Background: an optimization exercise with open tools, aiming at small area. Do not read the settings as production practice.
Where RTL was checked, it was by simulation tests only, not by an equivalence proof against the original.
The RTL of runs 1, 2, 5 and 6 was laid out without a check of its function.
Power figures rest on the tool's default switching activity, not on a simulated workload.

## flow/design.v

```verilog
module sram_logger(
    input         CLK_48MHZ,
    input         RESET,           
    input         READ_CMD,
    input  [79:0] GEIG_DATA,
    input  [79:0] MAG_DATA,
    input  [31:0] SRAM_D_IN,
    output [17:0] SRAM_A,
    output [3:0]  SRAM_SRBS,
    output        SRAM_CE,
    output        SRAM_WE,
    output        SRAM_OE,
    output [15:0] SRAM_D_OUT,
    output        SRAM_D_OE,
    output [15:0] DATA_READ,
    output [17:0] W_ADDRESS,
    output        W_CHIP_SELECT,
    output [17:0] R_ADDRESS,
    output        R_CHIP_SELECT
);
reg [79:0] geig_prev;
reg [79:0] mag_prev;
reg        read_prev;
reg [7:0]  schedule;      
reg [2:0]  write_count;   
reg [1:0]  phase;         
reg [79:0] data_buffer;   
reg [17:0] w_address;
reg        w_chip_select;
reg [17:0] r_address;
reg        r_chip_select;
reg [17:0] sram_a;
reg        sram_cs;       
reg        sram_wr;       
reg        sram_rd;       
reg [15:0] dread;
reg  first;
wire geig_new = first ? (|GEIG_DATA) : (GEIG_DATA != geig_prev);
wire mag_new  = first ? (|MAG_DATA)  : (MAG_DATA != mag_prev);
wire read_new = READ_CMD & ~read_prev;
reg [7:0] sched_ins;
always @(*) begin
    sched_ins = schedule;
    if (geig_new) begin
        if (sched_ins[1:0] == 2'b00)      sched_ins[1:0] = 2'd1;
        else if (sched_ins[3:2] == 2'b00) sched_ins[3:2] = 2'd1;
        else if (sched_ins[5:4] == 2'b00) sched_ins[5:4] = 2'd1;
        else                              sched_ins[7:6] = 2'd1;
    end
    if (mag_new) begin
        if (sched_ins[1:0] == 2'b00)      sched_ins[1:0] = 2'd2;
        else if (sched_ins[3:2] == 2'b00) sched_ins[3:2] = 2'd2;
        else if (sched_ins[5:4] == 2'b00) sched_ins[5:4] = 2'd2;
        else                              sched_ins[7:6] = 2'd2;
    end
    if (read_new) begin
        if (sched_ins[1:0] == 2'b00)      sched_ins[1:0] = 2'd3;
        else if (sched_ins[3:2] == 2'b00) sched_ins[3:2] = 2'd3;
        else if (sched_ins[5:4] == 2'b00) sched_ins[5:4] = 2'd3;
        else                              sched_ins[7:6] = 2'd3;
    end
end
wire head_write = sched_ins[0] ^ sched_ins[1];
wire head_read  = sched_ins[0] & sched_ins[1];
wire head_geig  = sched_ins[0];            
wire [79:0] src = head_geig ? GEIG_DATA : MAG_DATA;
wire write_done  = head_write & (write_count == 3'd5);
wire write_word  = head_write & ~write_count[2] | head_write & (write_count == 3'd4);
wire read_drop   = head_read & (r_address == w_address);
wire read_go     = head_read & ~read_drop;
wire write_step3 = write_word & (phase == 2'd2);
wire read_step3  = read_go & (phase == 2'd3);
wire shift       = write_done | read_drop | read_step3;
wire [18:0] addr_inc = {sram_cs, sram_a} + 19'd1;
always @(posedge CLK_48MHZ or negedge RESET) begin
    if (!RESET) begin
        first         <= 1'b1;
        read_prev     <= 1'b0;
        schedule      <= 8'b0;
        write_count   <= 3'b0;
        phase         <= 2'b0;
        w_address     <= 18'b0;
        w_chip_select <= 1'b0;
        r_address     <= 18'b0;
        r_chip_select <= 1'b0;
    end else begin
        first     <= 1'b0;
        read_prev <= READ_CMD;
        schedule  <= shift ? {2'b00, sched_ins[7:2]} : sched_ins;
        if (write_done)
            write_count <= 3'd0;
        else if (write_step3)
            write_count <= write_count + 3'd1;
        if (write_step3 | read_step3)
            phase <= 2'd0;
        else if (write_word | read_go)
            phase <= phase + 2'd1;
        if (write_step3)
            {w_chip_select, w_address} <= addr_inc;
        if (read_step3)
            {r_chip_select, r_address} <= addr_inc;
    end
end
always @(posedge CLK_48MHZ) begin
    geig_prev <= GEIG_DATA;
    mag_prev  <= MAG_DATA;
end
always @(posedge CLK_48MHZ) begin
    if (head_write & (write_count == 3'd0) & (phase == 2'd0))
        data_buffer[15:0] <= src[15:0];
    if (head_write & (write_count == 3'd0))
        data_buffer[79:16] <= src[79:16];
end
wire [7:0] head = schedule;
wire cyc_write = (head[0] ^ head[1]);
wire cyc_read  = (head[0] & head[1]);
always @(negedge CLK_48MHZ or negedge RESET) begin
    if (!RESET) begin
        sram_a  <= 18'b0;
        sram_wr <= 1'b0;
        sram_rd <= 1'b0;
        dread   <= 16'b0;
    end else begin
        if (phase == 2'd1)
            sram_a <= cyc_read ? r_address : w_address;
        sram_wr <= cyc_write & (phase == 2'd1);
        sram_rd <= cyc_read & (phase == 2'd1 | phase == 2'd2);
        if (cyc_read & (phase == 2'd2))
            dread <= sram_cs ? SRAM_D_IN[31:16] : SRAM_D_IN[15:0];
    end
end
always @(negedge CLK_48MHZ) begin
    if (phase == 2'd1)
        sram_cs <= cyc_read ? r_chip_select : w_chip_select;
end
wire sram_active = sram_wr | sram_rd;
assign SRAM_A        = sram_a;
assign SRAM_SRBS     = {~(sram_active & sram_cs), ~(sram_active & sram_cs),
                        ~(sram_active & ~sram_cs), ~(sram_active & ~sram_cs)};
assign SRAM_CE       = 1'b0;
assign SRAM_WE       = ~sram_wr;
assign SRAM_OE       = ~sram_rd;
assign SRAM_D_OE     = sram_wr;
assign SRAM_D_OUT    = (write_count == 3'd0) ? data_buffer[15:0]  :
                       (write_count == 3'd1) ? data_buffer[31:16] :
                       (write_count == 3'd2) ? data_buffer[47:32] :
                       (write_count == 3'd3) ? data_buffer[63:48] :
                                               data_buffer[79:64];
assign DATA_READ     = dread;
assign W_ADDRESS     = w_address;
assign W_CHIP_SELECT = w_chip_select;
assign R_ADDRESS     = r_address;
assign R_CHIP_SELECT = r_chip_select;
endmodule
```

## flow/flow/run.sh

```bash
#!/bin/bash
# The standard layout (the standard.sh, all steps from synthesis to finish),
# with one change: the port buffers that ORFS inserts on every input and output
# are sky130_fd_sc_hd__buf_1 instead of the tool's default pick.
# make's full output goes to flow_make.log in this folder; each ORFS step also
# keeps its own log under orfs/logs/.
set -euo pipefail
export BUFFER_PORTS_ARGS="-buffer_cell sky130_fd_sc_hd__buf_1"
bash standard.sh finish > flow_make.log 2>&1
```

## flow/constraint.sdc

```tcl
create_clock -name core_clock -period 10.0 [get_ports {CLK_48MHZ}]
set_input_delay 2.0000 -clock core_clock [delete_from_list [all_inputs] [get_ports {CLK_48MHZ}]]
set_output_delay 2.0000 -clock core_clock [all_outputs]
set_load 0.01 [all_outputs]
```

## flow/config.mk

```make
export PLATFORM = sky130hd
export DESIGN_NAME = sram_logger
export DESIGN_NICKNAME = sram_logger
export VERILOG_FILES = /design/flow/design.v
export SDC_FILE = /design/flow/constraint.sdc
export NUM_CORES = 4
export LEC_CHECK = 0
export CAP_MARGIN = 20
export CORE_MARGIN = 2
export CORE_UTILIZATION = 40
export CTS_BUF_LIST = sky130_fd_sc_hd__clkbuf_8
export SLEW_MARGIN = 20
```

## flow/standard.sh

```bash
#!/bin/bash
# synth_recipe.tcl (not shown) runs the flow's synth.tcl, then flattens the netlist and writes it again
# the make line also repeats each setting of config.mk as NAME=value (left out here)
make -C /OpenROAD-flow-scripts/flow DESIGN_CONFIG=/design/flow/config.mk WORK_HOME=/design/flow/orfs CLKGATE_MAP_FILE= SYNTH_SCRIPT=/design/flow/synth_recipe.tcl "${@:-finish}"
```

==> results.json, run 1 <==
{
  "insertedDiodeCount": 0,
  "number_of_global_route_vias_before_repair": 10610,
  "grt_pass1_wl_um": 68010,
  "netlist_area_um2": 14360,
  "die_y_um": 193.5,
  "max-clock-path-buffers": 3,
  "cts_tree": "yes",
  "finalSetupViolations": 0,
  "cp-startpoint": "sram_cs",
  "endpoint_kind": "output pin",
  "synth_enable_flop_cells": 81,
  "relSlewSlack_pct": 34.97,
  "fin_worst_skew_ps": 62.75,
  "remaining_drc_errors": 0,
  "clockRootBuffer": "sky130_fd_sc_hd__clkbuf_8",
  "p_per_area_nw_per_um2": 279.2,
  "final.setup.worst_slack_ps": 1406,
  "finalHoldViolations": 0,
  "setup.reg_to_reg.worst_slack_ps": 2710,
  "wl_um": 45960,
  "routabilityCongestion": 0.9364,
  "yosys_reg_bits": 330,
  "pin_count_of_the_biggest_net_entering_global_routing": 65,
  "power_leakage_nw": 6.547,
  "final_nets": 1747,
  "startpoint_type_of_the_worst_setup_path": "register",
  "post-route-util_pct": 48.13,
  "insertion_delay_ps": 620,
  "final_antenna_violating_net_count": 0,
  "ys_dominant_reg_cell": "sky130_fd_sc_hd__dfxtp_1",
  "hpwlAfterDp_um": 35250,
  "critical_path.max_fanout": 18,
  "hp-start": "dread[12]",
  "die-area_um2": 37440,
  "drt_first_iter_violations": 684,
  "critical_path.reg2reg.startpoint": "sram_a[2]",
  "holdCritPathClass": "reg2reg",
  "floorplan.initialDensity_pct": 40.48,
  "synth_async_sr_flop_share_pct": 26.97,
  "yosys_warn_count": 1,
  "part_of_the_yosys_area_used_for_sequential_elements_pct": 54.75,
  "layout-drive-gt1-share_pct": 13.25,
  "fp-row-count": 69,
  "core_area_um2": 35480,
  "max-cap-violations": 0,
  "tritoncts.num_buffers": 55,
  "ir_worst_vdd_v": 0.0001653,
  "postSynthCellCount": 1221,
  "buffer_ports.inserted": 289,
  "register_clock_pin_slew_on_the_reported_worst_setup_and_hold_paths_ps": 40,
  "setup-tns-final_ps": 0,
  "critPathRequiredTime_ps": 8000,
  "detail_route.vias_per_cell": 5.263,
  "wire_per_inst_um": 22.46,
  "cts_resized": 0,
  "max_slew.worst_pin.slew_ps": 975.4,
  "crit_arrival_ps": 6590,
  "num_ports": 291,
  "run_status": "finished clean",
  "grtUsageTotal_pct": 24.23,
  "crit_path_class": "reg2out",
  "num_vias": 10770,
  "rsz0062_at_grt": "no",
  "slew_viol_final": 0,
  "die-width_um": 193.5,
  "yosys.cell_types.count": 67,
  "cts_hold_repair.buffers": 0,
  "grt_antenna_before_repair": 3,
  "area_growth_pct": 18.91,
  "syn_avg_cell_area_um2": 11.76,
  "grt.overflow.total": 0,
  "htree_levels": 2,
  "post_cts_buffers": 0,
  "cts_sinks": 330,
  "minimum_setup_slack_after_placement_ps": 2007,
  "drtPass1Iterations": 5
}
[logic make-up after synthesis]
| kind of cell | count (synthesis) | synth area share, % |
|---|---|---|
| flip-flops | 330 | 54.75 |
| AND/OR/NAND/NOR | 320 | 12.00 |
| multiplexers | 173 | 13.40 |
| AO/OA/AOI/OAI | 158 | 7.632 |
| XOR/XNOR | 135 | 8.232 |
| buffers and inverters | 90 | 2.753 |
| adder cells (fa/ha/maj) | 14 | 1.202 |
| other | 1 | 0.02611 |
[critical path, stage by stage (launching register included)]
cell	delay, ps
sky130_fd_sc_hd__edfxtp_1	350
sky130_fd_sc_hd__buf_4	290
sky130_fd_sc_hd__o21bai_1	180
sky130_fd_sc_hd__buf_1	170
[layer usage]
layer  wire [um]  track usage, %  up-vias
met3        3447           4.916       95
met5          40               0        -
met4        1326           7.436        6
met2       20510           37.50      445
met1       20630           34.18     5188
li1            -               -     5034
[synth_stat cells (7+ instances only)]
cell | n | area, um2
sky130_fd_sc_hd__a2111o_1 | 8 | 90.09
sky130_fd_sc_hd__a211oi_1 | 18 | 135.1
sky130_fd_sc_hd__a21oi_1 | 77 | 385.4
sky130_fd_sc_hd__and2_1 | 7 | 43.79
sky130_fd_sc_hd__buf_1 | 11 | 41.29
sky130_fd_sc_hd__clkbuf_1 | 20 | 75.07
sky130_fd_sc_hd__dfrtn_1 | 36 | 900.9
sky130_fd_sc_hd__dfrtp_1 | 52 | 1301
sky130_fd_sc_hd__dfxtp_1 | 160 | 3203
sky130_fd_sc_hd__edfxtp_1 | 81 | 2432
sky130_fd_sc_hd__ha_1 | 13 | 162.7
sky130_fd_sc_hd__inv_1 | 46 | 172.7
sky130_fd_sc_hd__mux2_1 | 16 | 180.2
sky130_fd_sc_hd__mux2_2 | 83 | 934.7
sky130_fd_sc_hd__mux2_4 | 13 | 195.2
sky130_fd_sc_hd__mux2i_1 | 60 | 600.6
sky130_fd_sc_hd__nand2_1 | 18 | 67.56
sky130_fd_sc_hd__nand2b_1 | 21 | 131.4
sky130_fd_sc_hd__nand3_1 | 20 | 100.1
sky130_fd_sc_hd__nand4_1 | 36 | 225.2
sky130_fd_sc_hd__nor2_1 | 85 | 319.1
sky130_fd_sc_hd__nor2b_1 | 55 | 344.1
sky130_fd_sc_hd__nor3_1 | 10 | 50.05
sky130_fd_sc_hd__nor4_1 | 52 | 325.3
sky130_fd_sc_hd__o22ai_1 | 8 | 50.05
sky130_fd_sc_hd__xnor2_1 | 103 | 902.1
sky130_fd_sc_hd__xor2_1 | 32 | 280.3
[final cells by class]
cell class | instances | area [um2]
Clock buffer | 72 | 991.0
Clock inverter | 32 | 155.1
Fill cell | 3305 | 18400
Inverter | 48 | 180.2
Multi-Input combinational cell | 802 | 6133
Sequential cell | 330 | 7864
Tap cell | 461 | 576.8
Timing Repair Buffer | 301 | 1179
[report_power, final]
group / total [mW] / switching (mW) / internal (mW)
Combinational: 1.64 / 0.968 / 0.673
Clock: 1.22 / 0.559 / 0.658
Sequential: 1.91 / 0.229 / 1.68
Total: 4.77 / 1.76 / 3.01
[layout by cell type (no fill, tap or decap), types with 16 or more instances in the layout]
master,netlist,routed
sky130_fd_sc_hd__nand3_1,20,20
sky130_fd_sc_hd__nor4_1,52,52
sky130_fd_sc_hd__edfxtp_1,81,81
sky130_fd_sc_hd__mux2i_1,60,60
sky130_fd_sc_hd__nor2_1,85,85
sky130_fd_sc_hd__dfxtp_1,160,160
sky130_fd_sc_hd__buf_1,11,288
sky130_fd_sc_hd__clkbuf_8,0,72
sky130_fd_sc_hd__nand4_1,36,36
sky130_fd_sc_hd__xor2_1,32,32
sky130_fd_sc_hd__nand2b_1,21,21
sky130_fd_sc_hd__a211oi_1,18,18
sky130_fd_sc_hd__mux2_1,16,16
sky130_fd_sc_hd__a21oi_1,77,77
sky130_fd_sc_hd__inv_1,46,65
sky130_fd_sc_hd__nand2_1,18,16
sky130_fd_sc_hd__dfrtp_1,52,52
sky130_fd_sc_hd__xnor2_1,103,103
sky130_fd_sc_hd__nor2b_1,55,53
sky130_fd_sc_hd__dfrtn_1,36,36
sky130_fd_sc_hd__mux2_2,83,83
[path summary, 6_finish.rpt]
check | cells after the start | end
worst max-delay path | 3 | SRAM_SRBS[0]
max in group asynchronous | 2 | dread[13]
worst max register to register | 7 | r_address[17]
worst min register to register | 2 | dread[12]
worst min-delay path | 2 | dread[12]
min in group asynchronous | 1 | r_address[10]
[through the flow]
stage                     total power, mW  cells  cell area (um2)  hold slack [ps]
after global routing                5.043   2046            17080            512.0
final                               4.768   2046            17080            483.4
after detailed placement            3.573   1943            15930            488.9
after global placement              3.546   1943            15930            478.3
after floorplan                     3.000   1222            14370            505.7
after CTS                           4.793   2046            17070            488.8
[registers in the layout, indices dropped and copies added, names as in the netlist, 3 cells and up]
register	cells
data_buffer	80
geig_prev	80
mag_prev	80
r_address	18
sram_a	18
w_address	18
dread	16
schedule	8
write_count	3
==> run 2: changes to the inputs <==
==> flow/run.sh (new file) <==
#!/bin/bash
# synth_recipe.tcl (not shown) runs the flow's synth.tcl, then flattens the netlist and writes it again
# the make line also repeats each setting of config.mk as NAME=value (left out here)
make -C /OpenROAD-flow-scripts/flow DESIGN_CONFIG=/design/flow/config.mk WORK_HOME=/design/flow/orfs CLKGATE_MAP_FILE= SYNTH_SCRIPT=/design/flow/synth_recipe.tcl finish
removed: flow/flow/run.sh
removed: flow/standard.sh
==> run 2 against run 1 <==
Hold slack worse by 2.1 ps; via count up 0.77%; largest cell class unchanged; critical path depth unchanged; non-clock buffer count unchanged; design area up 10%.
==> results.json, run 2 <==
{
  "synth_enable_flop_cells": 81,
  "finalHoldViolations": 0,
  "startpoint_type_of_the_worst_setup_path": "register",
  "cts_hold_repair.buffers": 0,
  "reg_to_reg_end": "dread[5]",
  "die-width_um": 193.5,
  "path_depth": 3,
  "area_growth_pct": 31.07,
  "insertedDiodeCount": 0,
  "rsz0062_at_grt": "no",
  "final_nets": 1748,
  "synthDominantCellAreaShare_pct": 22.30,
  "numPlacedInstances": 1943,
  "path_buf_inv": 2,
  "power_leakage_nw": 7.329,
  "max-clock-path-buffers": 3,
  "max-cap-violations": 0,
  "area_taken_by_multi_input_logic_gates_um2": 6131,
  "postSynthCellCount": 1221,
  "crit_arrival_ps": 7090,
  "buffer_ports.inserted": 289,
  "power_frac_clock_pct": 23.1,
  "mostFrequentLayoutCell": "sky130_fd_sc_hd__clkdlybuf4s50_1",
  "routabilityCongestion": 0.9246,
  "remaining_drc_errors": 0,
  "detail_route.vias_per_cell": 5.296,
  "grt_pass1_wl_um": 70370,
  "critical_path.endpoint": "SRAM_SRBS[3]",
  "ff_latch_area_um2": 7864,
  "register_clock_pin_slew_on_the_reported_worst_setup_and_hold_paths_ps": 40,
  "final.setup.worst_slack_ps": 906.5,
  "hpwlAfterDp_um": 37230,
  "netlist_area_um2": 14360,
  "cp-startpoint": "sram_cs",
  "top_library_cells_by_usage_in_the_layout_fill_and_taps_aside": "288 x sky130_fd_sc_hd__clkdlybuf4s50_1, 160 x sky130_fd_sc_hd__dfxtp_1, 103 x sky130_fd_sc_hd__xnor2_1, 85 x sky130_fd_sc_hd__nor2_1, 83 x sky130_fd_sc_hd__mux2_2",
  "num_vias": 10850,
  "wl_um": 48130,
  "switching_share_of_power_pct": 35.26,
  "critical_path.max_fanout": 14,
  "p_per_area_nw_per_um2": 269.5,
  "pin_count_of_the_biggest_net_entering_global_routing": 71,
  "finalNonFillerCells": 2049,
  "critPathSlowestCell": "sky130_fd_sc_hd__clkdlybuf4s50_1",
  "die_y_um": 193.5,
  "minimum_setup_slack_after_placement_ps": 1531,
  "drtPass1Iterations": 5,
  "relSlewSlack_pct": 30.62,
  "tritoncts.num_buffers": 56,
  "fin_worst_skew_ps": 66.33,
  "rr_worst_depth": 4,
  "cell_internal_pwr_mw": 3.285,
  "holdCritPathClass": "reg2reg",
  "crit_path_class": "reg2out",
  "synthMostInstantiatedCell": "sky130_fd_sc_hd__dfxtp_1",
  "drt_first_iter_violations": 819,
  "finalSetupViolations": 0,
  "cts_sinks": 330,
  "part_of_the_yosys_area_used_for_sequential_elements_pct": 54.75,
  "floorplan.initialDensity_pct": 40.48,
  "setup-tns-final_ps": 0,
  "num_ports": 291,
  "die-area_um2": 37440,
  "setup.reg_to_reg.worst_slack_ps": 2650,
  "htree_levels": 2,
  "yosysTopAreaCell": "sky130_fd_sc_hd__dfxtp_1",
  "layout.filler_cells": 3130,
  "cp_top_family": "buffers and inverters",
  "grt.overflow.total": 0,
  "ys_dominant_reg_cell": "sky130_fd_sc_hd__dfxtp_1",
  "synth_top_cells_by_count": "160 x sky130_fd_sc_hd__dfxtp_1, 103 x sky130_fd_sc_hd__xnor2_1, 85 x sky130_fd_sc_hd__nor2_1",
  "syn_avg_cell_area_um2": 11.76,
  "core_area_um2": 35480,
  "ir_worst_vdd_v": 0.0001588,
  "pwr-share-seq_pct": 37.7,
  "yosys_reg_bits": 330,
  "share_comb_of_total_power_pct": 39.2,
  "clockRootBuffer": "sky130_fd_sc_hd__clkbuf_8",
  "fin_total_pwr_mw": 5.074,
  "cts_resized": 0,
  "fp-row-count": 69,
  "slew_viol_final": 0,
  "yosys_warn_count": 1,
  "grtUsageTotal_pct": 25.19,
  "final_antenna_violating_net_count": 0,
  "number_of_global_route_vias_before_repair": 10720,
  "grt_antenna_before_repair": 0,
  "timing.critical_path.slowest_cell_delay_ps": 580,
  "run_status": "finished clean",
  "ys_top_cells_by_area": "sky130_fd_sc_hd__dfxtp_1 22%, sky130_fd_sc_hd__edfxtp_1 17%, sky130_fd_sc_hd__dfrtp_1 9.1%",
  "endpoint_kind": "output pin",
  "crit_chain": "buf_4 > o21ai_0 > clkdlybuf4s50_1",
  "minimum_hold_slack_ps": 481.2,
  "post_cts_buffers": 0,
  "synth_async_sr_flop_share_pct": 26.97,
  "insertion_delay_ps": 620,
  "cts_tree": "yes",
  "reg_top3": "data_buffer (80), geig_prev (80), mag_prev (80)",
  "max_slew.worst_pin.slew_ps": 1041,
  "layout-drive-gt1-share_pct": 12.53,
  "wire_per_inst_um": 23.49,
  "yosys.cell_types.count": 67,
  "critical_path.reg2reg.startpoint": "schedule[0]",
  "critPathRequiredTime_ps": 8000,
  "total_switching_power_mw": 1.789
}
-- run 2: cell types whose count changed in the layout (fill, tap and decap cells not counted), sizes merged --
cell and delta:
inv +8, clkinv +3, clkdlybuf4s50 +288, buf -287
clkbuf -9
-- run 2: worst min path at each step --
stage                           start          end  slack (ps)  cells past startpoint
after floorplan           schedule[7]  schedule[7]         510                      2
after global placement       dread[0]     dread[0]         480                      2
after detailed placement     dread[8]     dread[8]         490                      2
after CTS                    dread[8]     dread[8]         490                      2
after global routing         dread[6]     dread[6]         510                      2
final                        dread[3]     dread[3]         480                      2
-- run 2: worst register-to-register path: stages (launching register included) --
cell and delay, ps:
sky130_fd_sc_hd__dfrtp_1 440, sky130_fd_sc_hd__ha_1 180, sky130_fd_sc_hd__buf_4 360, sky130_fd_sc_hd__and2_1 910, sky130_fd_sc_hd__a21oi_1 190
-- run 2: area by class of cell --
| type | count | share of cell area [%] |
|---|---|---|
| clock buffer | 64 | 4.679 |
| timing repair buffer | 301 | 15.83 |
| sequential | 330 | 41.77 |
| multi-input combinational | 802 | 32.57 |
| clock inverter | 43 | 1.130 |
| tap | 461 | 3.064 |
| inverter | 48 | 0.9571 |
-- run 2: power by group through the flow --
stage	sequential (mW)	combinational [mW]	clock (mW)
2_1_floorplan	1.95	1.05	0.00124
4_1_cts	1.91	2.00	1.19
3_3_place_gp	1.93	1.97	0.00124
3_5_place_dp	1.94	1.98	0.00124
5_1_grt	1.95	2.13	1.25
6_report	1.91	1.99	1.17
-- run 2: cells by family (layout without fill, tap and decap cells) --
| kind of cell | after synthesis | count (layout) | synth area share (%) |
|---|---|---|---|
| compound gates | 158 | 158 | 7.632 |
| xor+xnor | 135 | 135 | 8.232 |
| fa+ha+maj | 14 | 14 | 1.202 |
| buf+inv | 90 | 456 | 2.753 |
| flops | 330 | 330 | 54.75 |
| mux | 173 | 173 | 13.40 |
| other cells | 1 | 2 | 0.02611 |
| simple gates | 320 | 320 | 12.00 |
-- run 2: layer usage --
metal / global-route usage, % / vias up / part of all wire, %
met5: 0 / - / 0
met2: 38.74 / 505 / 44
li1: - / 5046 / -
met4: 7.323 / 0 / 2.6
met1: 35.82 / 5215 / 46
met3: 5.248 / 85 / 7.2
-- run 2: stage by stage --
step                      util (%)  instance area, um2
after detailed placement     49.98               17730
after global routing         53.06               18830
final                        53.06               18830
after CTS                    53.05               18820
after global placement       49.98               17730
after floorplan                  -               14370
==> run 3: changes to the inputs <==
--- a/flow/design.v
+++ b/flow/design.v
@@ -31,12 +31,11 @@
 reg        r_chip_select;
 reg [17:0] sram_a;
 reg        sram_cs;       
-reg        sram_wr;       
-reg        sram_rd;       
+reg        sram_we;
+reg        sram_oe;
 reg [15:0] dread;
-reg  first;
-wire geig_new = first ? (|GEIG_DATA) : (GEIG_DATA != geig_prev);
-wire mag_new  = first ? (|MAG_DATA)  : (MAG_DATA != mag_prev);
+wire geig_new = (GEIG_DATA != geig_prev);
+wire mag_new  = (MAG_DATA != mag_prev);
 wire read_new = READ_CMD & ~read_prev;
 reg [7:0] sched_ins;
 always @(*) begin
@@ -74,7 +73,8 @@
 wire [18:0] addr_inc = {sram_cs, sram_a} + 19'd1;
 always @(posedge CLK_48MHZ or negedge RESET) begin
     if (!RESET) begin
-        first         <= 1'b1;
+        geig_prev     <= 80'b0;
+        mag_prev      <= 80'b0;
         read_prev     <= 1'b0;
         schedule      <= 8'b0;
         write_count   <= 3'b0;
@@ -84,7 +84,8 @@
         r_address     <= 18'b0;
         r_chip_select <= 1'b0;
     end else begin
-        first     <= 1'b0;
+        geig_prev <= GEIG_DATA;
+        mag_prev  <= MAG_DATA;
         read_prev <= READ_CMD;
         schedule  <= shift ? {2'b00, sched_ins[7:2]} : sched_ins;
         if (write_done)
@@ -102,10 +103,6 @@
     end
 end
 always @(posedge CLK_48MHZ) begin
-    geig_prev <= GEIG_DATA;
-    mag_prev  <= MAG_DATA;
-end
-always @(posedge CLK_48MHZ) begin
     if (head_write & (write_count == 3'd0) & (phase == 2'd0))
         data_buffer[15:0] <= src[15:0];
     if (head_write & (write_count == 3'd0))
@@ -117,14 +114,14 @@
 always @(negedge CLK_48MHZ or negedge RESET) begin
     if (!RESET) begin
         sram_a  <= 18'b0;
-        sram_wr <= 1'b0;
-        sram_rd <= 1'b0;
+        sram_we <= 1'b1;
+        sram_oe <= 1'b1;
         dread   <= 16'b0;
     end else begin
         if (phase == 2'd1)
             sram_a <= cyc_read ? r_address : w_address;
-        sram_wr <= cyc_write & (phase == 2'd1);
-        sram_rd <= cyc_read & (phase == 2'd1 | phase == 2'd2);
+        sram_we <= ~(cyc_write & (phase == 2'd1));
+        sram_oe <= ~(cyc_read & (phase == 2'd1 | phase == 2'd2));
         if (cyc_read & (phase == 2'd2))
             dread <= sram_cs ? SRAM_D_IN[31:16] : SRAM_D_IN[15:0];
     end
@@ -133,14 +130,14 @@
     if (phase == 2'd1)
         sram_cs <= cyc_read ? r_chip_select : w_chip_select;
 end
-wire sram_active = sram_wr | sram_rd;
+wire sram_active = ~sram_we | ~sram_oe;
 assign SRAM_A        = sram_a;
 assign SRAM_SRBS     = {~(sram_active & sram_cs), ~(sram_active & sram_cs),
                         ~(sram_active & ~sram_cs), ~(sram_active & ~sram_cs)};
 assign SRAM_CE       = 1'b0;
-assign SRAM_WE       = ~sram_wr;
-assign SRAM_OE       = ~sram_rd;
-assign SRAM_D_OE     = sram_wr;
+assign SRAM_WE       = sram_we;
+assign SRAM_OE       = sram_oe;
+assign SRAM_D_OE     = ~sram_we;
 assign SRAM_D_OUT    = (write_count == 3'd0) ? data_buffer[15:0]  :
                        (write_count == 3'd1) ? data_buffer[31:16] :
                        (write_count == 3'd2) ? data_buffer[47:32] :
--- a/flow/config.mk
+++ b/flow/config.mk
@@ -8,5 +8,4 @@
 export CAP_MARGIN = 20
 export CORE_MARGIN = 2
 export CORE_UTILIZATION = 40
-export CTS_BUF_LIST = sky130_fd_sc_hd__clkbuf_8
 export SLEW_MARGIN = 20
==> run 3 against run 2 <==
Total power up 0.75%; still clean on timing, DRC and antenna; via count shrank 9.0%; combinational power fell by 6%; die area is 0.38% higher; clock skew decreased by 3.6 ps; first-iteration DRC count fell by 27%; non-clock buffer count rose by 2; critical path depth is the same.
==> results.json, run 3 <==
{
  "die-width_um": 193.9,
  "number_of_global_route_vias_before_repair": 10060,
  "cts_tree": "yes",
  "holdCritPathClass": "reg2reg",
  "mostFrequentLayoutCell": "sky130_fd_sc_hd__clkdlybuf4s50_1",
  "core_area_um2": 35570,
  "p_per_area_nw_per_um2": 269.7,
  "die-area_um2": 37580,
  "max-cap-violations": 0,
  "floorplan.initialDensity_pct": 40.54,
  "use_met1_pct": 30.03,
  "ys_dominant_reg_cell": "sky130_fd_sc_hd__dfrtp_1",
  "path_depth": 3,
  "met2_usage_pct": 35.50,
  "num_ports": 291,
  "grt.overflow.total": 0,
  "tritoncts.num_buffers": 37,
  "critPathRequiredTime_ps": 8000,
  "clockRootBuffer": "sky130_fd_sc_hd__clkbuf_16",
  "final_antenna_violating_net_count": 0,
  "layout-drive-gt1-share_pct": 9.892,
  "syn_avg_cell_area_um2": 12.52,
  "cp_top_family": "buffers and inverters",
  "wl_um": 40550,
  "finalNonFillerCells": 1937,
  "path_buf_inv": 2,
  "synth_top_cells_by_count": "212 x sky130_fd_sc_hd__dfrtp_1, 135 x sky130_fd_sc_hd__xnor2_1, 87 x sky130_fd_sc_hd__nor2_1",
  "grt.busiest_layer": "met2",
  "routabilityCongestion": 0.8232,
  "synth_async_sr_flop_share_pct": 75.38,
  "area_growth_pct": 31.44,
  "grt.met3_usage_pct": 4.157,
  "timing.critical_path.slowest_cell_delay_ps": 530,
  "cts_sinks": 329,
  "numPlacedInstances": 1867,
  "run_status": "finished clean",
  "die_y_um": 193.9,
  "pin_count_of_the_biggest_net_entering_global_routing": 127,
  "remaining_drc_errors": 0,
  "ir_worst_vdd_v": 0.0001806,
  "yosys_warn_count": 1,
  "part_of_the_yosys_area_used_for_sequential_elements_pct": 59.93,
  "num_vias": 9870,
  "crit_path_class": "reg2out",
  "synthMostInstantiatedCell": "sky130_fd_sc_hd__dfrtp_1",
  "register_clock_pin_slew_on_the_reported_worst_setup_and_hold_paths_ps": 40,
  "final_nets": 1657,
  "yosysTopAreaCell": "sky130_fd_sc_hd__dfrtp_1",
  "critPathSlowestCell": "sky130_fd_sc_hd__clkdlybuf4s50_1",
  "drt_first_iter_violations": 598,
  "drtPass1Iterations": 5,
  "rsz0062_at_grt": "no",
  "finalSetupViolations": 0,
  "post_cts_buffers": 0,
  "insertion_delay_ps": 570,
  "setup.reg_to_reg.worst_slack_ps": 2750,
  "fp-row-count": 69,
  "synth_enable_flop_cells": 81,
  "rr_worst_depth": 4,
  "finalHoldViolations": 0,
  "grt_pass1_wl_um": 62420,
  "critical_path.max_fanout": 18,
  "max_slew.worst_pin.slew_ps": 1033,
  "insertedDiodeCount": 0,
  "synthDominantCellAreaShare_pct": 36.79,
  "ys_top_cells_by_area": "sky130_fd_sc_hd__dfrtp_1 37%, sky130_fd_sc_hd__edfxtp_1 17%, sky130_fd_sc_hd__xnor2_1 8.2%",
  "crit_chain": "buf_4 > nand2b_1 > clkdlybuf4s50_1",
  "yosys_reg_bits": 329,
  "netlist_area_um2": 14420,
  "grt_antenna_before_repair": 5,
  "top_library_cells_by_usage_in_the_layout_fill_and_taps_aside": "288 x sky130_fd_sc_hd__clkdlybuf4s50_1, 212 x sky130_fd_sc_hd__dfrtp_1, 135 x sky130_fd_sc_hd__xnor2_1, 87 x sky130_fd_sc_hd__nor2_1, 81 x sky130_fd_sc_hd__edfxtp_1",
  "relSlewSlack_pct": 31.12,
  "endpoint_kind": "output pin",
  "cts_hold_repair.buffers": 0,
  "critical_path.endpoint": "SRAM_SRBS[0]",
  "htree_levels": 2,
  "grtUsageTotal_pct": 21.61,
  "buffer_ports.inserted": 289,
  "cp-startpoint": "sram_cs",
  "postSynthCellCount": 1152,
  "wire_per_inst_um": 20.93,
  "cts_resized": 0,
  "power_leakage_nw": 7.427,
  "startpoint_type_of_the_worst_setup_path": "register",
  "hpwlAfterDp_um": 29950,
  "detail_route.vias_per_cell": 5.096,
  "fin_worst_skew_ps": 62.78,
  "slew_viol_final": 0,
  "max-clock-path-buffers": 3,
  "reg_top3": "data_buffer (80), geig_prev (80), mag_prev (80)",
  "reg_to_reg_end": "dread[10]",
  "setup-tns-final_ps": 0,
  "yosys.cell_types.count": 55,
  "crit_arrival_ps": 6950,
  "critical_path.reg2reg.startpoint": "schedule[1]"
}
==> run 3: cell count changes in the layout (fill, tap and decap cells not counted), sizes merged, moves of 28 or more <==
cell,before,now
nor2b,55,1
nor4,52,17
inv,77,25
dfrtp,52,212
nand2,18,58
xnor2,103,135
mux2,112,84
dfxtp,160,0
o21ai,6,46
==> run 3: cell type report <==
type / count / area, um2
fill: 3137 / 16620
sequential: 329 / 8641
multi-input combinational: 754 / 5450
timing repair buffer: 303 / 3023
clock buffer: 48 / 1028
tap: 461 / 576.8
clock inverter: 22 / 157.7
inverter: 20 / 75.07
==> run 3: how the worst min path moves through the flow <==
stage,start,end,slack [ps],cells after the start
floorplan,phase[1],phase[1],500,2
global placement,dread[7],dread[7],470,2
detailed placement,dread[14],dread[14],490,2
CTS,dread[14],dread[14],490,2
global route,dread[9],dread[9],520,2
finish,dread[13],dread[13],480,2
==> run 3: cells by family after synthesis <==
group | synth area share [%]
compound gates | 6.638
xor+xnor | 11.60
fa+ha+maj | 1.215
buf+inv | 2.300
flops | 59.93
mux | 10.10
other cells | 0.02601
simple gates | 8.192
==> run 3: layer usage <==
metal,up-vias,wire [um]
met5,-,51
met4,8,674
met3,57,2296
met2,309,19260
met1,4852,18270
li1,4644,-
==> run 3: stage by stage <==
step / util, % / total power [mW] / worst slack, ps / hold WS, ps / instance area (um2)
floorplan: - / 2.949 / 1439 / 500.1 / 14420
global placement: 49.88 / 3.802 / 1661 / 473.8 / 17740
detailed placement: 49.88 / 3.830 / 1638 / 485.1 / 17740
CTS: 53.20 / 5.158 / 1037 / 485.0 / 18920
global route: 53.28 / 5.395 / 934.5 / 524.3 / 18950
finish: 53.28 / 5.112 / 1054 / 480.6 / 18950
==> run 3: worst reg2reg max path: stages, from the launching register on <==
cell,delay (ps)
sky130_fd_sc_hd__dfrtp_1,440
sky130_fd_sc_hd__ha_1,180
sky130_fd_sc_hd__buf_4,360
sky130_fd_sc_hd__and2_1,880
sky130_fd_sc_hd__a21oi_1,180
==> run 3: where the power goes <==
| part | switching [mW] | internal [mW] | total (mW) | leakage, nW |
|---|---|---|---|---|
| combinational | 0.984 | 0.888 | 1.87 | 3.19 |
| sequential | 0.213 | 1.71 | 1.92 | 3.64 |
| clock | 0.547 | 0.768 | 1.32 | 0.595 |
| total | 1.74 | 3.37 | 5.11 | 7.43 |
==> run 4: changes to the inputs <==
--- a/flow/design.v
+++ b/flow/design.v
@@ -24,18 +24,19 @@
 reg [7:0]  schedule;      
 reg [2:0]  write_count;   
 reg [1:0]  phase;         
-reg [79:0] data_buffer;   
+reg [63:0] data_buffer;   
 reg [17:0] w_address;
 reg        w_chip_select;
 reg [17:0] r_address;
 reg        r_chip_select;
 reg [17:0] sram_a;
 reg        sram_cs;       
-reg        sram_we;
-reg        sram_oe;
+reg        sram_wr;       
+reg        sram_rd;       
 reg [15:0] dread;
-wire geig_new = (GEIG_DATA != geig_prev);
-wire mag_new  = (MAG_DATA != mag_prev);
+reg  started;             
+wire geig_new = started ? (GEIG_DATA != geig_prev) : (|GEIG_DATA);
+wire mag_new  = started ? (MAG_DATA != mag_prev)   : (|MAG_DATA);
 wire read_new = READ_CMD & ~read_prev;
 reg [7:0] sched_ins;
 always @(*) begin
@@ -73,8 +74,7 @@
 wire [18:0] addr_inc = {sram_cs, sram_a} + 19'd1;
 always @(posedge CLK_48MHZ or negedge RESET) begin
     if (!RESET) begin
-        geig_prev     <= 80'b0;
-        mag_prev      <= 80'b0;
+        started       <= 1'b0;
         read_prev     <= 1'b0;
         schedule      <= 8'b0;
         write_count   <= 3'b0;
@@ -84,8 +84,7 @@
         r_address     <= 18'b0;
         r_chip_select <= 1'b0;
     end else begin
-        geig_prev <= GEIG_DATA;
-        mag_prev  <= MAG_DATA;
+        started   <= 1'b1;
         read_prev <= READ_CMD;
         schedule  <= shift ? {2'b00, sched_ins[7:2]} : sched_ins;
         if (write_done)
@@ -103,10 +102,16 @@
     end
 end
 always @(posedge CLK_48MHZ) begin
+    geig_prev <= GEIG_DATA;
+    mag_prev  <= MAG_DATA;
+end
+always @(posedge CLK_48MHZ) begin
     if (head_write & (write_count == 3'd0) & (phase == 2'd0))
         data_buffer[15:0] <= src[15:0];
+    if (head_write & (write_count == 3'd0) & (phase == 2'd2))
+        data_buffer[15:0] <= src[79:64];
     if (head_write & (write_count == 3'd0))
-        data_buffer[79:16] <= src[79:16];
+        data_buffer[63:16] <= src[63:16];
 end
 wire [7:0] head = schedule;
 wire cyc_write = (head[0] ^ head[1]);
@@ -114,14 +119,14 @@
 always @(negedge CLK_48MHZ or negedge RESET) begin
     if (!RESET) begin
         sram_a  <= 18'b0;
-        sram_we <= 1'b1;
-        sram_oe <= 1'b1;
+        sram_wr <= 1'b0;
+        sram_rd <= 1'b0;
         dread   <= 16'b0;
     end else begin
         if (phase == 2'd1)
             sram_a <= cyc_read ? r_address : w_address;
-        sram_we <= ~(cyc_write & (phase == 2'd1));
-        sram_oe <= ~(cyc_read & (phase == 2'd1 | phase == 2'd2));
+        sram_wr <= cyc_write & (phase == 2'd1);
+        sram_rd <= cyc_read & (phase == 2'd1 | phase == 2'd2);
         if (cyc_read & (phase == 2'd2))
             dread <= sram_cs ? SRAM_D_IN[31:16] : SRAM_D_IN[15:0];
     end
@@ -130,19 +135,18 @@
     if (phase == 2'd1)
         sram_cs <= cyc_read ? r_chip_select : w_chip_select;
 end
-wire sram_active = ~sram_we | ~sram_oe;
+wire sram_active = sram_wr | sram_rd;
 assign SRAM_A        = sram_a;
 assign SRAM_SRBS     = {~(sram_active & sram_cs), ~(sram_active & sram_cs),
                         ~(sram_active & ~sram_cs), ~(sram_active & ~sram_cs)};
 assign SRAM_CE       = 1'b0;
-assign SRAM_WE       = sram_we;
-assign SRAM_OE       = sram_oe;
-assign SRAM_D_OE     = ~sram_we;
-assign SRAM_D_OUT    = (write_count == 3'd0) ? data_buffer[15:0]  :
-                       (write_count == 3'd1) ? data_buffer[31:16] :
-                       (write_count == 3'd2) ? data_buffer[47:32] :
-                       (write_count == 3'd3) ? data_buffer[63:48] :
-                                               data_buffer[79:64];
+assign SRAM_WE       = ~sram_wr;
+assign SRAM_OE       = ~sram_rd;
+assign SRAM_D_OE     = sram_wr;
+assign SRAM_D_OUT    = (write_count[1:0] == 2'd1) ? data_buffer[31:16] :
+                       (write_count[1:0] == 2'd2) ? data_buffer[47:32] :
+                       (write_count[1:0] == 2'd3) ? data_buffer[63:48] :
+                                                    data_buffer[15:0];
 assign DATA_READ     = dread;
 assign W_ADDRESS     = w_address;
 assign W_CHIP_SELECT = w_chip_select;
==> flow/config.mk (replaced) <==
export PLATFORM = sky130hd
export DESIGN_NAME = sram_logger
export DESIGN_NICKNAME = sram_logger
export VERILOG_FILES = /design/flow/design.v
export SDC_FILE = /design/flow/constraint.sdc
export NUM_CORES = 4
export LEC_CHECK = 0
export CAP_MARGIN = 0
export CORE_MARGIN = 2
export CORE_UTILIZATION = 65
export CTS_BUF_LIST = sky130_fd_sc_hd__clkbuf_8
export CTS_CLUSTER_DIAMETER = 60
export CTS_CLUSTER_SIZE = 15
export SLEW_MARGIN = 0
==> run 4 against run 3 <==
Sequential power shrank 19%; synthesized cell count grew 11%; final cell count shrank 4.7%; clock skew grew 0.53 ps; hold slack lost 4.7 ps; critical path type unchanged; largest cell class unchanged; highest routed layer is now met4.
==> results.json, run 4 <==
{
  "startpoint_type_of_the_worst_setup_path": "register",
  "final.setup.worst_slack_ps": 1000,
  "drtPass1Iterations": 5,
  "max-clock-path-buffers": 3,
  "holdCritPathClass": "reg2reg",
  "cts_hold_repair.buffers": 0,
  "setup-tns-final_ps": 0,
  "area_growth_pct": 26.28,
  "max-cap-violations": 0,
  "critPathRequiredTime_ps": 8000,
  "grtUsageTotal_pct": 35.65,
  "pin_count_of_the_biggest_net_entering_global_routing": 92,
  "die_y_um": 148.8,
  "yosys_reg_bits": 314,
  "floorplan.initialDensity_pct": 66.73,
  "part_of_the_yosys_area_used_for_sequential_elements_pct": 54.15,
  "endpoint_kind": "output pin",
  "tritoncts.num_buffers": 25,
  "number_of_global_route_vias_before_repair": 10930,
  "register_clock_pin_slew_on_the_reported_worst_setup_and_hold_paths_ps": 50,
  "buffer_ports.inserted": 289,
  "relSlewSlack_pct": 24.11,
  "final_nets": 1766,
  "grt_pass1_wl_um": 60460,
  "mostFrequentLayoutCell": "sky130_fd_sc_hd__clkdlybuf4s50_1",
  "finish.instance_area_um2": 17210,
  "cts_resized": 0,
  "wl_um": 39810,
  "synth_enable_flop_cells": 65,
  "detail_route.vias_per_cell": 6.069,
  "drt_first_iter_violations": 877,
  "syn_avg_cell_area_um2": 10.69,
  "synth_async_sr_flop_share_pct": 28.34,
  "detailed_place.area_um2": 16740,
  "insertedDiodeCount": 0,
  "die-area_um2": 22150,
  "post_cts_buffers": 0,
  "insertion_delay_ps": 590,
  "switching_share_of_power_pct": 31.28,
  "minimum_setup_slack_after_placement_ps": 1596,
  "core_area_um2": 20430,
  "synthMostInstantiatedCell": "sky130_fd_sc_hd__dfxtp_1",
  "yosys_warn_count": 1,
  "hpwlAfterDp_um": 30530,
  "synth_top_cells_by_count": "160 x sky130_fd_sc_hd__dfxtp_1, 105 x sky130_fd_sc_hd__xnor2_1, 94 x sky130_fd_sc_hd__nor2_1",
  "layout-drive-gt1-share_pct": 5.013,
  "ys_dominant_reg_cell": "sky130_fd_sc_hd__dfxtp_1",
  "max_slew.worst_pin.slew_ps": 1138,
  "crit_arrival_ps": 7000,
  "die-width_um": 148.8,
  "yosysTopAreaCell": "sky130_fd_sc_hd__dfxtp_1",
  "finalHoldViolations": 0,
  "run_status": "finished clean",
  "num_ports": 291,
  "top_library_cells_by_usage_in_the_layout_fill_and_taps_aside": "288 x sky130_fd_sc_hd__clkdlybuf4s50_1, 160 x sky130_fd_sc_hd__dfxtp_1, 105 x sky130_fd_sc_hd__xnor2_1, 94 x sky130_fd_sc_hd__nor2_1, 89 x sky130_fd_sc_hd__inv_1",
  "synthDominantCellAreaShare_pct": 23.50,
  "power_frac_clock_pct": 22.5,
  "wire_per_inst_um": 21.57,
  "clockRootBuffer": "sky130_fd_sc_hd__clkbuf_8",
  "ys_top_cells_by_area": "sky130_fd_sc_hd__dfxtp_1 23%, sky130_fd_sc_hd__edfxtp_1 14%, sky130_fd_sc_hd__dfrtp_1 9.7%",
  "finalSetupViolations": 0,
  "rsz0062_at_grt": "no",
  "fp-row-count": 52,
  "p_per_area_nw_per_um2": 181.6,
  "ir_worst_vdd_v": 0.0001591,
  "power_leakage_nw": 6.735,
  "final_antenna_violating_net_count": 0,
  "slew_viol_final": 0,
  "cell_internal_pwr_mw": 2.149,
  "critical_path.max_fanout": 18,
  "ff_latch_area_um2": 7382,
  "yosys.cell_types.count": 59,
  "total_switching_power_mw": 0.9779,
  "reg_top3": "geig_prev (80), mag_prev (80), data_buffer (64)",
  "htree_levels": 1,
  "setup.reg_to_reg.worst_slack_ps": 2710,
  "layout.filler_cells": 1207,
  "grt.overflow.total": 0,
  "grt_antenna_before_repair": 0,
  "area_taken_by_multi_input_logic_gates_um2": 5774,
  "share_comb_of_total_power_pct": 27.7,
  "cts_sinks": 314,
  "remaining_drc_errors": 0,
  "fin_total_pwr_mw": 3.127,
  "crit_path_class": "reg2out",
  "cts_tree": "yes",
  "postSynthCellCount": 1275,
  "fin_worst_skew_ps": 63.31,
  "num_vias": 11200,
  "routabilityCongestion": 1.015,
  "netlist_area_um2": 13630,
  "pwr-share-seq_pct": 49.8
}
run 4: cells by family (layout without fill, tap and decap cells):
logic type      count (synthesis)  in the layout  synth area share [%]
compound gates                232            232                 10.42
xor+xnor                      135            135                 8.729
fa+ha+maj                      13             13                 1.193
buf+inv                       116            417                 3.580
flops                         314            314                 54.15
mux                           122            122                 9.491
other cells                     2              2               0.05509
simple gates                  341            341                 12.38
run 4: power by group through the flow:
stage	Combinational [mW]	Sequential, mW	Clock, mW
finish	0.867	1.56	0.702
global route	0.931	1.57	0.752
CTS	0.857	1.56	0.704
detailed placement	0.851	1.58	0.00124
global placement	0.828	1.57	0.00124
floorplan	0.437	1.58	0.00124
run 4: worst paths after layout:
path                             start       endpoint  depth (start not counted)
max                            sram_cs   SRAM_SRBS[0]                          3
min                           dread[9]       dread[9]                          2
max reg2reg                schedule[1]       dread[7]                          4
min reg2reg                   dread[9]       dread[9]                          2
max in group asynchronous        RESET       dread[9]                          1
min in group asynchronous        RESET  w_address[14]                          1
run 4: final cells by class:
class                      count  area share [%]
sequential                   314           42.88
multi-input combinational    845           33.54
timing repair buffer         300           17.27
clock buffer                  25           1.999
tap                          270           1.962
inverter                      71           1.548
clock inverter                21          0.7923
run 4: critical path: stages (launching register included):
cell and delay [ps]:
sky130_fd_sc_hd__edfxtp_1 350, sky130_fd_sc_hd__buf_4 300, sky130_fd_sc_hd__o21bai_1 190, sky130_fd_sc_hd__clkdlybuf4s50_1 570
run 4: routing by layer:
layer  share of wire [%]  global-route usage, %
met5                   0                      0
met4                 5.9                  18.57
met3                 9.6                  5.382
met2                  48                  60.56
met1                  37                  44.47
run 4: through the flow:
| step | util [%] | hold WS [ps] | cells |
|---|---|---|---|
| 6_report | 84.26 | 475.8 | 1846 |
| 5_1_grt | 84.26 | 496.7 | 1846 |
| 4_1_cts | 84.26 | 481.7 | 1846 |
| 3_5_place_dp | 81.93 | 481.2 | 1801 |
| 3_3_place_gp | 81.93 | 470.1 | 1801 |
| 2_1_floorplan | - | 456.0 | 1275 |
==> run 5: changes to the inputs <==
--- a/flow/design.v
+++ b/flow/design.v
@@ -34,9 +34,9 @@
 reg        sram_wr;       
 reg        sram_rd;       
 reg [15:0] dread;
-reg  started;             
-wire geig_new = started ? (GEIG_DATA != geig_prev) : (|GEIG_DATA);
-wire mag_new  = started ? (MAG_DATA != mag_prev)   : (|MAG_DATA);
+reg  first;
+wire geig_new = first ? (|GEIG_DATA) : (GEIG_DATA != geig_prev);
+wire mag_new  = first ? (|MAG_DATA)  : (MAG_DATA != mag_prev);
 wire read_new = READ_CMD & ~read_prev;
 reg [7:0] sched_ins;
 always @(*) begin
@@ -74,7 +74,7 @@
 wire [18:0] addr_inc = {sram_cs, sram_a} + 19'd1;
 always @(posedge CLK_48MHZ or negedge RESET) begin
     if (!RESET) begin
-        started       <= 1'b0;
+        first         <= 1'b1;
         read_prev     <= 1'b0;
         schedule      <= 8'b0;
         write_count   <= 3'b0;
@@ -84,7 +84,7 @@
         r_address     <= 18'b0;
         r_chip_select <= 1'b0;
     end else begin
-        started   <= 1'b1;
+        first     <= 1'b0;
         read_prev <= READ_CMD;
         schedule  <= shift ? {2'b00, sched_ins[7:2]} : sched_ins;
         if (write_done)
==> flow/flow/run.sh (new file) <==
#!/bin/bash
# The standard layout (the standard.sh, all steps from synthesis to finish),
# with two changes:
#  - the port buffers that ORFS inserts on every input and output are
#    sky130_fd_sc_hd__buf_1 instead of the tool's default pick;
#  - clock tree synthesis clusters more flip-flops per leaf buffer and adds no
#    dummy loads.
# make's full output goes to flow_make.log in this folder; each ORFS step also
# keeps its own log under orfs/logs/.
set -euo pipefail
export BUFFER_PORTS_ARGS="-buffer_cell sky130_fd_sc_hd__buf_1"
export CTS_ARGS="-sink_clustering_enable -repair_clock_nets -sink_clustering_size 15 -sink_clustering_max_diameter 60 -buf_list sky130_fd_sc_hd__clkbuf_8 -dont_use_dummy_load"
bash standard.sh finish > flow_make.log 2>&1
==> flow/standard.sh (new file) <==
#!/bin/bash
# synth_recipe.tcl (not shown) runs the flow's synth.tcl, then flattens the netlist and writes it again
# the make line also repeats each setting of config.mk as NAME=value (left out here)
make -C /OpenROAD-flow-scripts/flow DESIGN_CONFIG=/design/flow/config.mk WORK_HOME=/design/flow/orfs CLKGATE_MAP_FILE= SYNTH_SCRIPT=/design/flow/synth_recipe.tcl "${@:-finish}"
==> flow/config.mk (replaced) <==
export PLATFORM = sky130hd
export DESIGN_NAME = sram_logger
export DESIGN_NICKNAME = sram_logger
export VERILOG_FILES = /design/flow/design.v
export SDC_FILE = /design/flow/constraint.sdc
export NUM_CORES = 4
export LEC_CHECK = 0
export CAP_MARGIN = 20
export CORE_MARGIN = 2
export CORE_UTILIZATION = 40
export SLEW_MARGIN = 20
removed: flow/run.sh
==> run 5 against run 4 <==
Final cell count is 8.2% higher; sequential share of layout area grew 4.3 points; setup slack improved by 440 ps; core utilization decreased by 38 points; via count is 6.4% lower; register-to-register slack got worse by 20 ps; hold slack improved by 1.2 ps; first-iteration DRC count is 14% lower; critical path depth stayed put; combinational power up 67%; sequential power up 15%; critical path type unchanged; critical endpoint unchanged.
==> results.json, run 5 <==
{
  "endpoint_kind": "output pin",
  "critical_path.max_fanout": 19,
  "power_leakage_nw": 6.006,
  "critPathSlowestCell": "sky130_fd_sc_hd__edfxtp_1",
  "netlist_area_um2": 13700,
  "path_depth": 3,
  "wl_met1_um": 18060,
  "remaining_drc_errors": 0,
  "ys_dominant_reg_cell": "sky130_fd_sc_hd__dfxtp_1",
  "clockRootBuffer": "sky130_fd_sc_hd__clkbuf_8",
  "drt_first_iter_violations": 751,
  "detail_route.vias_per_cell": 5.248,
  "finalHoldViolations": 0,
  "critical_path.reg2reg.startpoint": "schedule[1]",
  "htree_levels": 1,
  "synth_enable_flop_cells": 65,
  "detailed_place.area_um2": 15210,
  "reg_top3": "geig_prev (80), mag_prev (80), data_buffer (64)",
  "max-cap-violations": 0,
  "num_vias": 10480,
  "timing.critical_path.slowest_cell_delay_ps": 310,
  "fin_total_pwr_mw": 3.905,
  "postSynthCellCount": 1264,
  "wire_per_inst_um": 21.19,
  "holdCritPathClass": "reg2reg",
  "wl_um": 42320,
  "top_library_cells_by_usage_in_the_layout_fill_and_taps_aside": "288 x sky130_fd_sc_hd__buf_1, 160 x sky130_fd_sc_hd__dfxtp_1, 115 x sky130_fd_sc_hd__xnor2_1, 111 x sky130_fd_sc_hd__nand2_1, 78 x sky130_fd_sc_hd__nor2_1",
  "startpoint_type_of_the_worst_setup_path": "register",
  "routed-wl-met2_um": 19550,
  "path_buf_inv": 2,
  "rr_worst_depth": 4,
  "hp-start": "dread[8]",
  "holdPathEnd": "dread[8]",
  "cts_sinks": 314,
  "final_antenna_violating_net_count": 0,
  "minimum_hold_slack_ps": 477.0,
  "cts_tree": "yes",
  "ir_worst_vdd_v": 0.0001469,
  "yosysTopAreaCell": "sky130_fd_sc_hd__dfxtp_1",
  "pin_count_of_the_biggest_net_entering_global_routing": 86,
  "area_growth_pct": 14.12,
  "crit_path_class": "reg2out",
  "synthMostInstantiatedCell": "sky130_fd_sc_hd__dfxtp_1",
  "slew_viol_final": 0,
  "reg_to_reg_end": "dread[11]",
  "max_slew.worst_pin.slew_ps": 1090,
  "yosys_reg_bits": 314,
  "synthDominantCellAreaShare_pct": 23.37,
  "ys_top_cells_by_area": "sky130_fd_sc_hd__dfxtp_1 23%, sky130_fd_sc_hd__edfxtp_1 14%, sky130_fd_sc_hd__dfrtp_1 9.5%",
  "final_nets": 1757,
  "number_of_global_route_vias_before_repair": 9944,
  "cts_hold_repair.buffers": 0,
  "mostFrequentLayoutCell": "sky130_fd_sc_hd__buf_1",
  "critPathRequiredTime_ps": 8000,
  "yosys.cell_types.count": 73,
  "grt.overflow.total": 0,
  "register_clock_pin_slew_on_the_reported_worst_setup_and_hold_paths_ps": 50,
  "run_status": "finished clean",
  "die-area_um2": 35760,
  "synth_top_cells_by_count": "160 x sky130_fd_sc_hd__dfxtp_1, 115 x sky130_fd_sc_hd__xnor2_1, 111 x sky130_fd_sc_hd__nand2_1",
  "fp-row-count": 67,
  "num_ports": 291,
  "hpwlAfterDp_um": 33200,
  "synth_async_sr_flop_share_pct": 28.34,
  "cp_top_family": "buffers and inverters",
  "post_cts_buffers": 0,
  "tritoncts.num_buffers": 29,
  "crit_arrival_ps": 6560,
  "routabilityCongestion": 0.9508,
  "grt_antenna_before_repair": 6,
  "max-clock-path-buffers": 3,
  "drtPass1Iterations": 7,
  "setup.reg_to_reg.worst_slack_ps": 2690,
  "fin_worst_skew_ps": 64.83,
  "finalSetupViolations": 0,
  "die-width_um": 189.1,
  "die_y_um": 189.1,
  "part_of_the_yosys_area_used_for_sequential_elements_pct": 53.88,
  "top_layer_used": "met5",
  "setup-tns-final_ps": 0,
  "relSlewSlack_pct": 27.36,
  "layout-drive-gt1-share_pct": 6.529,
  "syn_avg_cell_area_um2": 10.84,
  "ff_latch_area_um2": 7383,
  "area_taken_by_multi_input_logic_gates_um2": 5894,
  "cts_resized": 0,
  "buffer_ports.inserted": 289,
  "yosys_warn_count": 1,
  "floorplan.initialDensity_pct": 40.77,
  "crit_chain": "buf_4 > o21bai_1 > buf_1",
  "grtUsageTotal_pct": 23.03,
  "insertion_delay_ps": 600,
  "rsz0062_at_grt": "no",
  "wl_met3_um": 3015,
  "finalNonFillerCells": 1997,
  "numPlacedInstances": 1965,
  "core_area_um2": 33620,
  "p_per_area_nw_per_um2": 249.7,
  "finish.instance_area_um2": 15640,
  "grt_pass1_wl_um": 61850,
  "layout.filler_cells": 3240,
  "worstHoldPathCells": 2
}
==> run 5: where the power goes <==
group	leakage, nW	internal [mW]	switching [mW]
sequential	2.99	1.59	0.202
clock	0.214	0.257	0.410
combinational	2.80	0.553	0.895
total	6.01	2.40	1.51
==> run 5: kinds of logic (layout without fill, tap and decap cells) <==
kind of cell | Yosys count | in the layout | synth area share, %
AND/OR/NAND/NOR | 357 | 357 | 12.86
flip-flops | 314 | 314 | 53.88
AO/OA/AOI/OAI | 221 | 221 | 10.16
XOR/XNOR | 162 | 162 | 10.35
buffers and inverters | 102 | 384 | 3.268
multiplexers | 94 | 94 | 8.263
adder cells (fa/ha/maj) | 13 | 13 | 1.187
other | 1 | 4 | 0.02736
==> run 5: worst max-delay path by stage <==
| stage | from | to | slack (ps) |
|---|---|---|---|
| final | sram_cs | SRAM_SRBS[0] | 1440 |
| after global routing | sram_cs | SRAM_SRBS[0] | 1340 |
| after CTS | sram_cs | SRAM_SRBS[1] | 1400 |
| after detailed placement | sram_cs | SRAM_SRBS[1] | 2030 |
| after global placement | sram_cs | SRAM_SRBS[0] | 2070 |
| after floorplan | sram_cs | SRAM_SRBS[3] | 1310 |
==> run 5: cell type report <==
type                       instances  area share [%]
inverter                          52           1.248
clock inverter                     1         0.02400
timing repair buffer             302           7.664
sequential                       314           47.21
multi-input combinational        849           37.69
clock buffer                      29           2.552
tap                              448           3.584
antenna                            2         0.03200
==> run 5: worst register-to-register path, delay by kind of cell, from the launching register on <==
family                   cells  cell delay (ps)
AO/OA/AOI/OAI                1              160
adder cells (fa/ha/maj)      1              200
buffers and inverters        1              370
flip-flops                   1              470
AND/OR/NAND/NOR              1              870
==> run 5: stage by stage <==
stage | setup slack (ps) | utilization, %
detailed placement | 2032 | 45.26
CTS | 1400 | 46.44
global route | 1337 | 46.52
finish | 1440 | 46.53
floorplan | 1309 | -
global placement | 2067 | 45.26
==> run 5: per-layer routing <==
metal  vias up  track usage, %
met1      4935           30.53
met5         -               0
met2       420           37.12
met4         8           9.465
li1       5041               -
met3        77           4.245
==> run 6: changes to the inputs <==
--- a/flow/flow/run.sh
+++ b/flow/flow/run.sh
@@ -9,5 +9,5 @@
 # keeps its own log under orfs/logs/.
 set -euo pipefail
 export BUFFER_PORTS_ARGS="-buffer_cell sky130_fd_sc_hd__buf_1"
-export CTS_ARGS="-sink_clustering_enable -repair_clock_nets -sink_clustering_size 15 -sink_clustering_max_diameter 60 -buf_list sky130_fd_sc_hd__clkbuf_8 -dont_use_dummy_load"
+export CTS_ARGS="-sink_clustering_enable -repair_clock_nets -sink_clustering_size 24 -sink_clustering_max_diameter 60 -buf_list sky130_fd_sc_hd__clkbuf_16 -dont_use_dummy_load"
 bash standard.sh finish > flow_make.log 2>&1
==> run 6 against run 5 <==
Critical endpoint unchanged; still clean; total power increased by 6.3%; core utilization increased by 0.82 points; hold slack got worse by 1.8 ps; largest cell class unchanged; first-iteration DRC count increased by 8.3%; highest routed layer unchanged; clock power increased by 37%; non-clock buffer count unchanged; flip-flop and latch count unchanged; critical path depth unchanged; clock skew increased by 1.3 ps.
==> results.json, run 6 <==
{
  "run_status": "finished clean",
  "area_taken_by_multi_input_logic_gates_um2": 5894,
  "synthMostInstantiatedCell": "sky130_fd_sc_hd__dfxtp_1",
  "path_buf_inv": 2,
  "yosysTopAreaCell": "sky130_fd_sc_hd__dfxtp_1",
  "crit_chain": "buf_4 > o21bai_1 > buf_1",
  "reg_top3": "geig_prev (80), mag_prev (80), data_buffer (64)",
  "remaining_drc_errors": 0,
  "register_clock_pin_slew_on_the_reported_worst_setup_and_hold_paths_ps": 50,
  "relSlewSlack_pct": 26.31,
  "grt_antenna_before_repair": 6,
  "power_leakage_nw": 6.130,
  "top_library_cells_by_usage_in_the_layout_fill_and_taps_aside": "288 x sky130_fd_sc_hd__buf_1, 160 x sky130_fd_sc_hd__dfxtp_1, 115 x sky130_fd_sc_hd__xnor2_1, 111 x sky130_fd_sc_hd__nand2_1, 78 x sky130_fd_sc_hd__nor2_1",
  "max-clock-path-buffers": 3,
  "critical_path.max_fanout": 19,
  "max_slew.worst_pin.slew_ps": 1105,
  "reg_to_reg_end": "dread[11]",
  "grt.overflow.total": 0,
  "die-width_um": 189.1,
  "detail_route.vias_per_cell": 5.276,
  "fin_worst_skew_ps": 66.10,
  "part_of_the_yosys_area_used_for_sequential_elements_pct": 53.88,
  "cts_hold_repair.buffers": 0,
  "buffer_ports.inserted": 289,
  "ir_worst_vdd_v": 0.0001481,
  "synth_async_sr_flop_share_pct": 28.34,
  "worstHoldPathCells": 2,
  "finalHoldViolations": 0,
  "num_ports": 291,
  "cts_resized": 0,
  "final_nets": 1755,
  "post_cts_buffers": 0,
  "synth_top_cells_by_count": "160 x sky130_fd_sc_hd__dfxtp_1, 115 x sky130_fd_sc_hd__xnor2_1, 111 x sky130_fd_sc_hd__nand2_1",
  "yosys.cell_types.count": 73,
  "grt_pass1_wl_um": 61940,
  "area_growth_pct": 16.14,
  "layout.filler_cells": 3211,
  "syn_avg_cell_area_um2": 10.84,
  "wire_per_inst_um": 21.31,
  "synth_enable_flop_cells": 65,
  "holdCritPathClass": "reg2reg",
  "cts_tree": "yes",
  "number_of_global_route_vias_before_repair": 9957,
  "grtUsageTotal_pct": 23.08,
  "setup-tns-final_ps": 0,
  "die-area_um2": 35760,
  "routabilityCongestion": 0.9508,
  "rsz0062_at_grt": "no",
  "finalNonFillerCells": 1995,
  "die_y_um": 189.1,
  "synthDominantCellAreaShare_pct": 23.37,
  "netlist_area_um2": 13700,
  "crit_path_class": "reg2out",
  "pin_count_of_the_biggest_net_entering_global_routing": 86,
  "num_vias": 10530,
  "yosys_reg_bits": 314,
  "clockRootBuffer": "sky130_fd_sc_hd__clkbuf_16",
  "critical_path.reg2reg.startpoint": "schedule[1]",
  "critPathSlowestCell": "sky130_fd_sc_hd__edfxtp_1",
  "floorplan.initialDensity_pct": 40.77,
  "htree_levels": 1,
  "max-cap-violations": 0,
  "slew_viol_final": 0,
  "setup.reg_to_reg.worst_slack_ps": 2740,
  "hp-start": "dread[2]",
  "p_per_area_nw_per_um2": 260.8,
  "core_area_um2": 33620,
  "fin_total_pwr_mw": 4.151,
  "mostFrequentLayoutCell": "sky130_fd_sc_hd__buf_1",
  "fp-row-count": 67,
  "cp_top_family": "buffers and inverters",
  "insertion_delay_ps": 570,
  "wl_um": 42520,
  "tritoncts.num_buffers": 27,
  "minimum_hold_slack_ps": 475.3,
  "numPlacedInstances": 1965,
  "drt_first_iter_violations": 813,
  "endpoint_kind": "output pin",
  "cts_sinks": 314,
  "ff_latch_area_um2": 7383,
  "critPathRequiredTime_ps": 8000,
  "finalSetupViolations": 0,
  "hpwlAfterDp_um": 33200,
  "ys_top_cells_by_area": "sky130_fd_sc_hd__dfxtp_1 23%, sky130_fd_sc_hd__edfxtp_1 14%, sky130_fd_sc_hd__dfrtp_1 9.5%",
  "layout-drive-gt1-share_pct": 6.408,
  "yosys_warn_count": 1,
  "crit_arrival_ps": 6530,
  "ys_dominant_reg_cell": "sky130_fd_sc_hd__dfxtp_1",
  "rr_worst_depth": 4,
  "holdPathEnd": "dread[2]",
  "drtPass1Iterations": 5,
  "timing.critical_path.slowest_cell_delay_ps": 310,
  "postSynthCellCount": 1264,
  "startpoint_type_of_the_worst_setup_path": "register",
  "final_antenna_violating_net_count": 0
}
[run 6: cells by family (layout without fill, tap and decap cells)]
kind of cell    count (synthesis)  in the layout  synth area share [%]
mux                            94             94                 8.263
xor+xnor                      162            162                 10.35
other cells                     1              4               0.02736
simple gates                  357            357                 12.86
buf+inv                       102            382                 3.268
fa+ha+maj                      13             13                 1.187
compound gates                221            221                 10.16
flops                         314            314                 53.88
[run 6: layer usage]
layer,vias to the layer above,GRT usage (%),part of all wire (%)
li1,5040,-,-
met1,4956,30.34,43
met2,431,37.01,45
met3,90,4.263,6.9
met4,8,10.52,4.9
met5,-,0,0.13
[run 6: area by class of cell]
class,instances,area share (%)
diodes,2,0.03144
clock buffers,27,4.245
clock inverters,1,0.02358
inverters,52,1.226
multi-input cells,849,37.03
flip-flops and latches,314,46.39
well taps,448,3.522
repair buffers,302,7.531
[run 6: metrics by stage]
step           instance area (um2)  worst slack (ps)  util, %
2_1_floorplan                13710              1309        -
3_3_place_gp                 15210              2067    45.26
3_5_place_dp                 15210              2032    45.26
4_1_cts                      15890              1444    47.27
5_1_grt                      15910              1379    47.34
6_report                     15920              1471    47.35
[run 6: how the worst max path moves through the flow]
stage                              end     from  depth (start not counted)
after detailed placement  SRAM_SRBS[1]  sram_cs                          3
after CTS                 SRAM_SRBS[1]  sram_cs                          3
after floorplan           SRAM_SRBS[3]  sram_cs                          4
after global routing      SRAM_SRBS[0]  sram_cs                          3
final                     SRAM_SRBS[0]  sram_cs                          3
after global placement    SRAM_SRBS[0]  sram_cs                          3
[run 6: tightest hold or removal path, cell delays in order, from the launching register on]
cell	delay [ps]
sky130_fd_sc_hd__dfrtn_1	400
sky130_fd_sc_hd__nor2_1	50
sky130_fd_sc_hd__a21oi_1	100
[run 6: power by group]
part	leakage, nW	switching [mW]	internal, mW
registers	2.99	0.202	1.59
logic	2.80	0.896	0.553
clock network	0.338	0.438	0.473
total	6.13	1.54	2.62
